Context: an optimization exercise on an open-source flow, tuned for small area. The choices shown serve that exercise and are no tape-out recipe.
Only simulation tests tie the RTL to the original design; equivalence was not proved.
The flow treats the clock pin as an ideal source. Dropping or thinning the clock tree relies on that and would not hold on a real chip.
Power and IR drop assume default switching activity.

Setup of the baseline:
Design fifo_wrapper, start of the top module:
module fifo_wrapper (
    clk,
    reset,
    avalon_address,             
    avalon_write,               
    avalon_read,                
    avalon_writedata,           
    avalon_readdata,            
    avalon_status               
);
Size: roughly 300 cells after synthesis.
Settings: LEC_CHECK=0, CAP_MARGIN=20, CORE_MARGIN=2, CORE_UTILIZATION=40, SLEW_MARGIN=20, SYNTH_HIERARCHICAL=1, SYNTH_MINIMUM_KEEP_SIZE=0; clock period 5.0 ns.
standard.sh (not shown) runs the stock make flow with config.mk's settings and CLKGATE_MAP_FILE= SYNTH_SCRIPT=/design/flow/synth_recipe.tcl, a recipe that flattens the netlist after the stock synthesis.
==> flow/flow/run.sh <==
#!/bin/bash
# Standard ORFS layout with two changes: port buffers use the smallest
# buffer cell, and the clock tree is a root buffer driving a few leaf
# buffers, each for one cluster of registers (flow/mycts.tcl, run as the
# CTS step's PRE_CTS_TCL hook). ORFS writes each tool's log under
# orfs/logs; make's own output goes to flow_make.log here.
set -euo pipefail
here=$(pwd)
export BUFFER_PORTS_ARGS="-buffer_cell sky130_fd_sc_hd__buf_1"
export PRE_CTS_TCL="$here/flow/mycts.tcl"
export MYCTS_ROOT=sky130_fd_sc_hd__clkbuf_4
export MYCTS_LEAF=sky130_fd_sc_hd__clkbuf_8
export MYCTS_NLEAF=8
export MYCTS_NX=2
bash standard.sh finish > flow_make.log 2>&1
Other scripts of this flow, unchanged in this note and not shown: flow/flow/mycts.tcl
What the candidate does differently from the baseline at the input level:
- CORE_UTILIZATION: 40 -> 70
[summary]
Summary: power dissipated by switching net loads, the candidate better than the baseline. The baseline went all the way through the flow, and no timing, DRC or antenna check failed. The candidate reached the final stage; the timing, DRC and antenna checks on its layout passed. The baseline has higher synthesis-to-layout area growth than the candidate. Taking the baseline as the reference, in the candidate register share of total power increased 0.5 points, final design instance area without fill decreased about 1.7%, placed instance count decreased 77.
In every run of this note, the design's own scripts or RTL, not TritonCTS, make the clock network.

## the reference run
Another version of the RTL of fifo_wrapper (not shown whole).
Size: about 280 cells after synthesis, roughly 140 flip-flops.
==> flow/config.mk <==
export PLATFORM = sky130hd
export DESIGN_NAME = fifo_wrapper
export DESIGN_NICKNAME = fifo_wrapper
export VERILOG_FILES = /design/flow/design.v
export SDC_FILE = /design/flow/constraint.sdc
export NUM_CORES = 4
export LEC_CHECK = 0
export CAP_MARGIN = 20
export CORE_MARGIN = 2
export CORE_UTILIZATION = 40
export SLEW_MARGIN = 20
export SYNTH_HIERARCHICAL = 1
export SYNTH_MINIMUM_KEEP_SIZE = 0
==> flow/constraint.sdc <==
create_clock -name core_clock -period 5.0 [get_ports {clk}]
set_input_delay 1.0000 -clock core_clock [delete_from_list [all_inputs] [get_ports {clk}]]
set_output_delay 1.0000 -clock core_clock [all_outputs]
set_load 0.01 [all_outputs]
==> flow/flow/run.sh <==
#!/bin/bash
# Standard ORFS layout with two changes: port buffers use the smallest
# buffer cell, and the clock tree is a root inverter driving a few leaf
# inverters, each for one cluster of registers (flow/mycts.tcl, run as the
# CTS step's PRE_CTS_TCL hook). ORFS writes each tool's log under
# orfs/logs; make's own output goes to flow_make.log here.
set -euo pipefail
here=$(pwd)
export BUFFER_PORTS_ARGS="-buffer_cell sky130_fd_sc_hd__buf_1"
export PRE_CTS_TCL="$here/flow/mycts.tcl"
export MYCTS_ROOT=sky130_fd_sc_hd__inv_6
export MYCTS_LEAF=sky130_fd_sc_hd__inv_16
export MYCTS_NLEAF=4
export MYCTS_NX=2
bash standard.sh finish > flow_make.log 2>&1
==> flow/flow/mycts.tcl <==
proc outterm { inst } {
  set t [$inst findITerm X]
  if { $t == "NULL" || $t == "" } { set t [$inst findITerm Y] }
  return $t
}

# Manual clock tree: the clock port drives a root buffer (or inverter),
# which drives NLEAF leaf buffers (or inverters: both levels invert, so the
# registers see the clock's polarity), each driving the clock pins of one cluster of
# registers (clusters split by position).  NLEAF 0: root drives all.
proc mycts { root_master leaf_master nleaf {nx 0} } {
  set db [ord::get_db]
  set block [ord::get_db_block]
  set clk [$block findNet clk]
  set sinks {}
  foreach it [$clk getITerms] {
    lappend sinks $it
  }
  # root buffer near the centroid of the sinks
  set sx 0; set sy 0; set n 0
  foreach it $sinks {
    set b [[$it getInst] getBBox]
    set sx [expr {$sx + ([$b xMin] + [$b xMax]) / 2}]
    set sy [expr {$sy + ([$b yMin] + [$b yMax]) / 2}]
    incr n
  }
  set cx [expr {$sx / $n}]; set cy [expr {$sy / $n}]
  set rm [$db findMaster $root_master]
  set root [odb::dbInst_create $block $rm clkbuf_root]
  set rnet [odb::dbNet_create $block clknet_root]
  $rnet setSigType CLOCK
  $root setLocation $cx $cy
  $root setPlacementStatus PLACED
  foreach it $sinks { $it disconnect }
  [$root findITerm A] connect $clk
  [outterm $root] connect $rnet
  if { $nleaf == 0 } {
    foreach it $sinks { $it connect $rnet }
    return
  }
  # split sinks into nleaf groups: sort by x into nx columns, then each by y
  set pts {}
  foreach it $sinks {
    set b [[$it getInst] getBBox]
    lappend pts [list $it [expr {([$b xMin] + [$b xMax]) / 2}] [expr {([$b yMin] + [$b yMax]) / 2}]]
  }
  if { $nx == 0 } { set nx [expr {$nleaf >= 4 ? 2 : 1}] }
  if { $nleaf == 2 && $nx == 0 } { set nx 2 }
  set ny [expr {$nleaf / $nx}]
  set pts [lsort -integer -index 1 $pts]
  set per [expr {int(ceil(double([llength $pts]) / $nx))}]
  set k 0
  for {set i 0} {$i < $nx} {incr i} {
    set col [lrange $pts [expr {$i * $per}] [expr {($i + 1) * $per - 1}]]
    set col [lsort -integer -index 2 $col]
    set per2 [expr {int(ceil(double([llength $col]) / $ny))}]
    for {set j 0} {$j < $ny} {incr j} {
      set grp [lrange $col [expr {$j * $per2}] [expr {($j + 1) * $per2 - 1}]]
      if { [llength $grp] == 0 } { continue }
      set gx 0; set gy 0
      foreach p $grp { set gx [expr {$gx + [lindex $p 1]}]; set gy [expr {$gy + [lindex $p 2]}] }
      set gx [expr {$gx / [llength $grp]}]; set gy [expr {$gy / [llength $grp]}]
      set lm [$db findMaster $leaf_master]
      set leaf [odb::dbInst_create $block $lm clkbuf_leaf_$k]
      set lnet [odb::dbNet_create $block clknet_leaf_$k]
      $lnet setSigType CLOCK
      $leaf setLocation $gx $gy
      $leaf setPlacementStatus PLACED
      [$leaf findITerm A] connect $rnet
      [outterm $leaf] connect $lnet
      foreach p $grp { [lindex $p 0] connect $lnet }
      incr k
    }
  }
}

# Used as ORFS's PRE_CTS_TCL hook: build the tree here and make the
# step's own repair_clock_inverters and clock_tree_synthesis calls no-ops.
mycts $::env(MYCTS_ROOT) $::env(MYCTS_LEAF) $::env(MYCTS_NLEAF) $::env(MYCTS_NX)
proc clock_tree_synthesis { args } {
  puts "clock tree built by flow/mycts.tcl"
}
# cts.tcl calls this right after the hook; it would clone each leaf
# inverter once per register.
proc repair_clock_inverters { args } {
  puts "repair_clock_inverters skipped: flow/mycts.tcl's tree is balanced"
}
Modified inputs, the trial run compared to the reference run
==> flow/flow/run.sh <==
#!/bin/bash
# Standard ORFS layout with two changes: port buffers use the smallest
# buffer cell, and the clock tree is a root buffer driving a few leaf
# buffers, each for one cluster of registers (flow/mycts.tcl, run as the
# CTS step's PRE_CTS_TCL hook). ORFS writes each tool's log under
# orfs/logs; make's own output goes to flow_make.log here.
set -euo pipefail
here=$(pwd)
export BUFFER_PORTS_ARGS="-buffer_cell sky130_fd_sc_hd__buf_1"
export PRE_CTS_TCL="$here/flow/mycts.tcl"
export MYCTS_ROOT=sky130_fd_sc_hd__clkbuf_4
export MYCTS_LEAF=sky130_fd_sc_hd__clkbuf_8
export MYCTS_NLEAF=8
export MYCTS_NX=2
bash standard.sh finish > flow_make.log 2>&1
diff --git a/flow/flow/mycts.tcl b/flow/flow/mycts.tcl
--- a/flow/flow/mycts.tcl
+++ b/flow/flow/mycts.tcl
@@ -1,10 +1,3 @@
-proc outterm { inst } {
-  set t [$inst findITerm X]
-  if { $t == "NULL" || $t == "" } { set t [$inst findITerm Y] }
-  return $t
-}
-
-# Manual clock tree: the clock port drives a root buffer (or inverter),
-# which drives NLEAF leaf buffers (or inverters: both levels invert, so the
-# registers see the clock's polarity), each driving the clock pins of one cluster of
+# Manual clock tree: the clock port drives a root buffer, which drives
+# NLEAF leaf buffers, each driving the clock pins of one cluster of
 # registers (clusters split by position).  NLEAF 0: root drives all.
@@ -35,3 +28,3 @@
   [$root findITerm A] connect $clk
-  [outterm $root] connect $rnet
+  [$root findITerm X] connect $rnet
   if { $nleaf == 0 } {
@@ -69,3 +62,3 @@
       [$leaf findITerm A] connect $rnet
-      [outterm $leaf] connect $lnet
+      [$leaf findITerm X] connect $lnet
       foreach p $grp { [lindex $p 0] connect $lnet }
@@ -77,3 +70,3 @@
 # Used as ORFS's PRE_CTS_TCL hook: build the tree here and make the
-# step's own repair_clock_inverters and clock_tree_synthesis calls no-ops.
+# step's own clock_tree_synthesis call a no-op.
 mycts $::env(MYCTS_ROOT) $::env(MYCTS_LEAF) $::env(MYCTS_NLEAF) $::env(MYCTS_NX)
@@ -82,6 +75 @@
 }
-# cts.tcl calls this right after the hook; it would clone each leaf
-# inverter once per register.
-proc repair_clock_inverters { args } {
-  puts "repair_clock_inverters skipped: flow/mycts.tcl's tree is balanced"
-}
Results
Timing, DRC, antenna: 0 failures across the reference run and the trial run
The lower layout cell share with drive strength beyond 1 of the reference run and the trial run is in the reference run.
The reference run and the trial run ended up with nearly the same global-route usage.
From the reference run to the trial run the numbers moved as follows: relative contribution of sequential cells to total power fell 1.0 points, detail-routed net length per standard cell closely matched the old numbers.
No run of this note takes its clock network from TritonCTS; it comes from the design's own scripts or RTL.

run A:
RTL: one of the versions met above, not the one the previous note started from.
Size in the first run: roughly 300 cells after synthesis, roughly 24 I/O pins.
Settings: LEC_CHECK=0, CAP_MARGIN=20, CORE_MARGIN=2, CORE_UTILIZATION=40, CTS_BUF_LIST=sky130_fd_sc_hd__clkbuf_2 sky130_fd_sc_hd__clkbuf_4, CTS_CLUSTER_DIAMETER=60, CTS_CLUSTER_SIZE=20, SLEW_MARGIN=20, SYNTH_HIERARCHICAL=1, SYNTH_MINIMUM_KEEP_SIZE=0; clock period 5.0 ns.
run.sh (not shown) runs the stock make flow with config.mk's settings and CLKGATE_MAP_FILE= SYNTH_SCRIPT=/design/flow/synth_recipe.tcl, a recipe that flattens the netlist after the stock synthesis.
Stock flow here: none of the scripts above is used.
What run B does differently from run A at the input level:
==> flow/flow/run.sh (new file) <==
#!/bin/bash
# Standard ORFS layout, with port buffers of the smallest buffer cell and a
# clock tree without dummy loads. Each tool's output goes to ORFS's own
# logs under orfs/logs; make's output goes to flow_make.log here.
set -euo pipefail
export BUFFER_PORTS_ARGS="-buffer_cell sky130_fd_sc_hd__buf_1"
export CTS_ARGS="-sink_clustering_enable -repair_clock_nets -dont_use_dummy_load -buf_list {sky130_fd_sc_hd__clkbuf_2 sky130_fd_sc_hd__clkbuf_4 sky130_fd_sc_hd__clkbuf_8} -sink_clustering_size 30 -sink_clustering_max_diameter 80"
bash standard.sh finish > flow_make.log 2>&1
==> flow/standard.sh (new file) <==
#!/bin/bash
# synth_recipe.tcl (not shown) runs the flow's synth.tcl, then flattens the netlist and writes it again
# the make line also repeats each setting of config.mk as NAME=value (left out here)
make -C /OpenROAD-flow-scripts/flow DESIGN_CONFIG=/design/flow/config.mk WORK_HOME=/design/flow/orfs CLKGATE_MAP_FILE= SYNTH_SCRIPT=/design/flow/synth_recipe.tcl "${@:-finish}"
removed: flow/run.sh
==> comparison <==
- | hold slack | run B vs run A | ≈ equal |
- Changes observed in run B relative to run A: minimum clock period lost 0.51 ns; switching power total dropped 0.000022 W; worst setup slack after layout went up 0.51 ns; number of non-clock buffers now sits lower.

-- separate check: timing with driven ports --
The flow's constraints put no driver on any port. The routed layouts listed below were extracted and timed again, unchanged, in two steps. Step 1: set_driving_cell puts a clkbuf_16 on clk and a buf_2 on each other input, an assumption about the parent block. Step 2 adds t to the input delays and takes it off the output delays; t is the mean of the earliest and latest rising clock arrival at the registers after step 1. Input paths then give back, and output paths get back, about the clock's delay inside the block. Three values: no drivers, after step 1, after step 2; two values: the first two.
| run | t, ns | setup slack, ns | worst hold slack (ns) |
|---|---|---|---|
| the baseline | 0.512 | 1.224 / 1.193 / 1.705 | 0.381 / 0.370 / 0.461 |
| the candidate | 0.485 | 1.311 / 1.283 / 1.768 | 0.448 / 0.448 / 0.448 |
| the reference run | 0.287 | 1.638 / 1.595 / 1.882 | 0.461 / 0.461 / 0.461 |
| the trial run | 0.503 | 1.411 / 1.383 / 1.886 | 0.321 / 0.315 / 0.458 |
| run A | 0.540 | 0.802 / 0.767 / 1.307 | 0.447 / 0.447 / 0.447 |
| run B | 0.461 | 1.310 / 1.277 / 1.738 | 0.450 / 0.439 / 0.450 |
After both steps setup and hold are still met in every run listed.
